From an optimization exercise on the open Yosys and OpenROAD flow, aimed at small area; shortcuts taken in it are not production practice.
Only simulation tests tie the RTL to the original design; equivalence was not proved.
The flow treats the clock pin as an ideal source, which a real chip does not have.

Design swerv_mul, start of the top module:
module swerv_mul
  (
   input  logic        clk,
   input  logic        rst_l,        
   input  logic        valid,        
   input  logic        rs1_sign,     
   input  logic        rs2_sign,     
   input  logic        low,          
   input  logic [31:0] a,
   input  logic [31:0] b,
   input  logic        freeze,       
   output logic [31:0] out
   );
   exu_mul_ctl mul_e1 (
      .clk                       (clk),
      .rst_l                     (rst_l),
      .a                         (a),
      .b                         (b),
      .freeze                    (freeze),
      .mp_valid                  (valid),
      .mp_rs1_sign               (rs1_sign),
      .mp_rs2_sign               (rs2_sign),
      .mp_low                    (low),
      .out                       (out));
endmodule
Size: about 2300 cells after synthesis, about 130 flip-flops, roughly 100 I/O pins, about 0.026 mm^2 of cells after synthesis.
==> flow/config.mk <==
export PLATFORM = sky130hd
export DESIGN_NAME = swerv_mul
export DESIGN_NICKNAME = swerv_mul
export VERILOG_FILES = /design/flow/design.v
export SDC_FILE = /design/flow/constraint.sdc
export NUM_CORES = 4
export LEC_CHECK = 0
export CAP_MARGIN = 20
export CORE_MARGIN = 2
export CORE_UTILIZATION = 70
export PLACE_DENSITY = 0.85
export SLEW_MARGIN = 20
export SYNTH_HIERARCHICAL = 1
export SYNTH_MINIMUM_KEEP_SIZE = 0
==> flow/constraint.sdc <==
create_clock -name core_clock -period 8.0 [get_ports {clk}]
set_input_delay 1.6000 -clock core_clock [delete_from_list [all_inputs] [get_ports {clk}]]
set_output_delay 1.6000 -clock core_clock [all_outputs]
set_load 0.01 [all_outputs]
standard.sh (not shown) runs the stock make flow with config.mk's settings and CLKGATE_MAP_FILE= SYNTH_SCRIPT=/design/flow/synth_recipe.tcl, a recipe that flattens the netlist after the stock synthesis.
==> flow/flow/run.sh <==
#!/bin/bash
# Standard ORFS layout with three changes: the port buffers are the smallest
# buffer cell, CTS uses clkbuf_8 and no dummy loads, and after CTS the
# resizer's power recovery downsizes cells that have setup slack to spare.
set -euo pipefail
here=$(pwd)
bash standard.sh \
  "BUFFER_PORTS_ARGS=-buffer_cell sky130_fd_sc_hd__buf_1" \
  "CTS_ARGS=-sink_clustering_enable -repair_clock_nets -buf_list sky130_fd_sc_hd__clkbuf_8 -dont_use_dummy_load" \
  "POST_CTS_TCL=$here/flow/post_cts.tcl" \
  finish > standard_flow.log 2>&1
==> flow/flow/post_cts.tcl <==
# Downsize cells on paths with setup slack to spare, then re-legalize.
estimate_parasitics -placement
repair_timing -recover_power 100 -setup_margin 0.1 -verbose
detailed_placement
check_placement -verbose
The baseline finished clean.
==> next run, changes <==
==> flow/flow/run.sh (replaced) <==
#!/bin/bash
# Standard ORFS layout, except that the port buffers are the smallest buffer
# cell instead of the default delay buffer.
set -euo pipefail
bash standard.sh "BUFFER_PORTS_ARGS=-buffer_cell sky130_fd_sc_hd__buf_1" finish > standard_flow.log 2>&1
- CORE_UTILIZATION: 70 -> 60
- PLACE_DENSITY: 0.85 -> unset
removed: flow/flow/post_cts.tcl
After rerunning: Area after synthesis does not change. Design area increases by about 2.5%. Worst hold slack improves by 0.021 ns. Via count drops by 3.8%. Flip-flop and latch count stays the same.
==> next run, changes <==
- CORE_UTILIZATION: 60 -> 70
- CTS_BUF_LIST: unset -> sky130_fd_sc_hd__clkbuf_8
- CTS_CLUSTER_DIAMETER: unset -> 100
- CTS_CLUSTER_SIZE: unset -> 30
Result:
- routed wire length goes up by 1.1%
- synthesized area is unchanged
- first-iteration DRC count goes up by 22%
- die area goes down by 14%
- via count goes up by 4.1%
- core utilization goes up by 10 points
- global-route usage goes up by 7.2 points
- hold slack is better by 0.012 ns
- clock skew goes up by 0.011 ns

========
Setup of north:
swerv_mul again, from the RTL that the note above started with.
export LEC_CHECK = 0
export CAP_MARGIN = 0
export CORE_MARGIN = 2
export CORE_UTILIZATION = 60
export CTS_BUF_LIST = sky130_fd_sc_hd__clkbuf_8
export SLEW_MARGIN = 0
export SYNTH_HIERARCHICAL = 1
export SYNTH_MINIMUM_KEEP_SIZE = 0
create_clock -name core_clock -period 8.0 [get_ports {clk}]
==> flow/flow/run.sh <==
#!/bin/bash
# Standard ORFS layout, except that the port buffers are the smallest buffer
# cell instead of the default delay buffer.
set -euo pipefail
bash standard.sh "BUFFER_PORTS_ARGS=-buffer_cell sky130_fd_sc_hd__buf_1" finish > standard_flow.log 2>&1
north: PASS, flow complete, no timing, DRC or antenna violations
## Diff of input files: south against north
Settings: clearing CTS_BUF_LIST, which used to be sky130_fd_sc_hd__clkbuf_8; swapping 0 for 20 in CAP_MARGIN; swapping 0 for 20 in SLEW_MARGIN.
==> flow/flow/run.sh <==
#!/bin/bash
# Standard ORFS layout with three changes: the port buffers are the smallest
# buffer cell, CTS uses clkbuf_8 and no dummy loads, and after CTS the
# resizer's power recovery downsizes cells that have setup slack to spare.
set -euo pipefail
here=$(pwd)
bash standard.sh \
  "BUFFER_PORTS_ARGS=-buffer_cell sky130_fd_sc_hd__buf_1" \
  "CTS_ARGS=-sink_clustering_enable -repair_clock_nets -buf_list sky130_fd_sc_hd__clkbuf_8 -dont_use_dummy_load" \
  "POST_CTS_TCL=$here/flow/post_cts.tcl" \
  finish > standard_flow.log 2>&1
==> flow/flow/post_cts.tcl (new file) <==
# Downsize cells on paths with setup slack to spare, then re-legalize.
estimate_parasitics -placement
repair_timing -recover_power 100 -setup_margin 0.1 -verbose
detailed_placement
check_placement -verbose
### Flow results
Each of the runs, namely south and north, reached the end of the flow and came out clean. Looking at relative area change from synthesis to final layout, south sits 0.80 points below north. From north to south the numbers moved as follows: share of flip-flops with an asynchronous set or reset about even; share of the core filled with cells in the final layout fell 0.48 points; post-detailed-routing wire length about even. Diff north -> south: worst hold slack after final layout lower; maximum clock frequency stayed essentially flat; per-cell routed wire length now sits higher; met3 track demand over resource lost 0.74 points. Comparing north with south, the total track usage came out essentially unchanged. A cell at the slowest stage of the critical path of sky130_fd_sc_hd__fa_1 is what north shows, while sky130_fd_sc_hd__edfxtp_1 belongs to south.

static timing again, ports no longer ideal:
The results above use ideal ports. As a check the final layouts listed here were re-extracted and re-timed, cells and wires unchanged.
Step 1, drivers: a clkbuf_16 drives clk and a buf_2 each remaining input, both assumed.
Step 2, shift: input delay + t, output delay - t, t = (earliest + latest rising clock arrival at the registers) / 2. This alone moves slack from input paths to output paths.
Slacks: ideal / step 1 / step 2; pairs: ideal / step 1.
run	shift t [ns]	setup slack, ns	worst register clock-pin slew, ns	worst data-port slew with drivers (ns)
the first run of note 1	0.549	0.225 / 0.225 / 0.225	0.10 / 0.10	0.07
the second run of note 1	0.526	0.253 / 0.253 / 0.253	0.08 / 0.08	0.05
the third run of note 1	0.556	0.165 / 0.165 / 0.165	0.12 / 0.12	0.06
north	0.592	0.211 / 0.211 / 0.211	0.11 / 0.11	0.05
south	0.563	0.201 / 0.201 / 0.201	0.10 / 0.10	0.06
After both steps setup and hold are still met in every run listed.
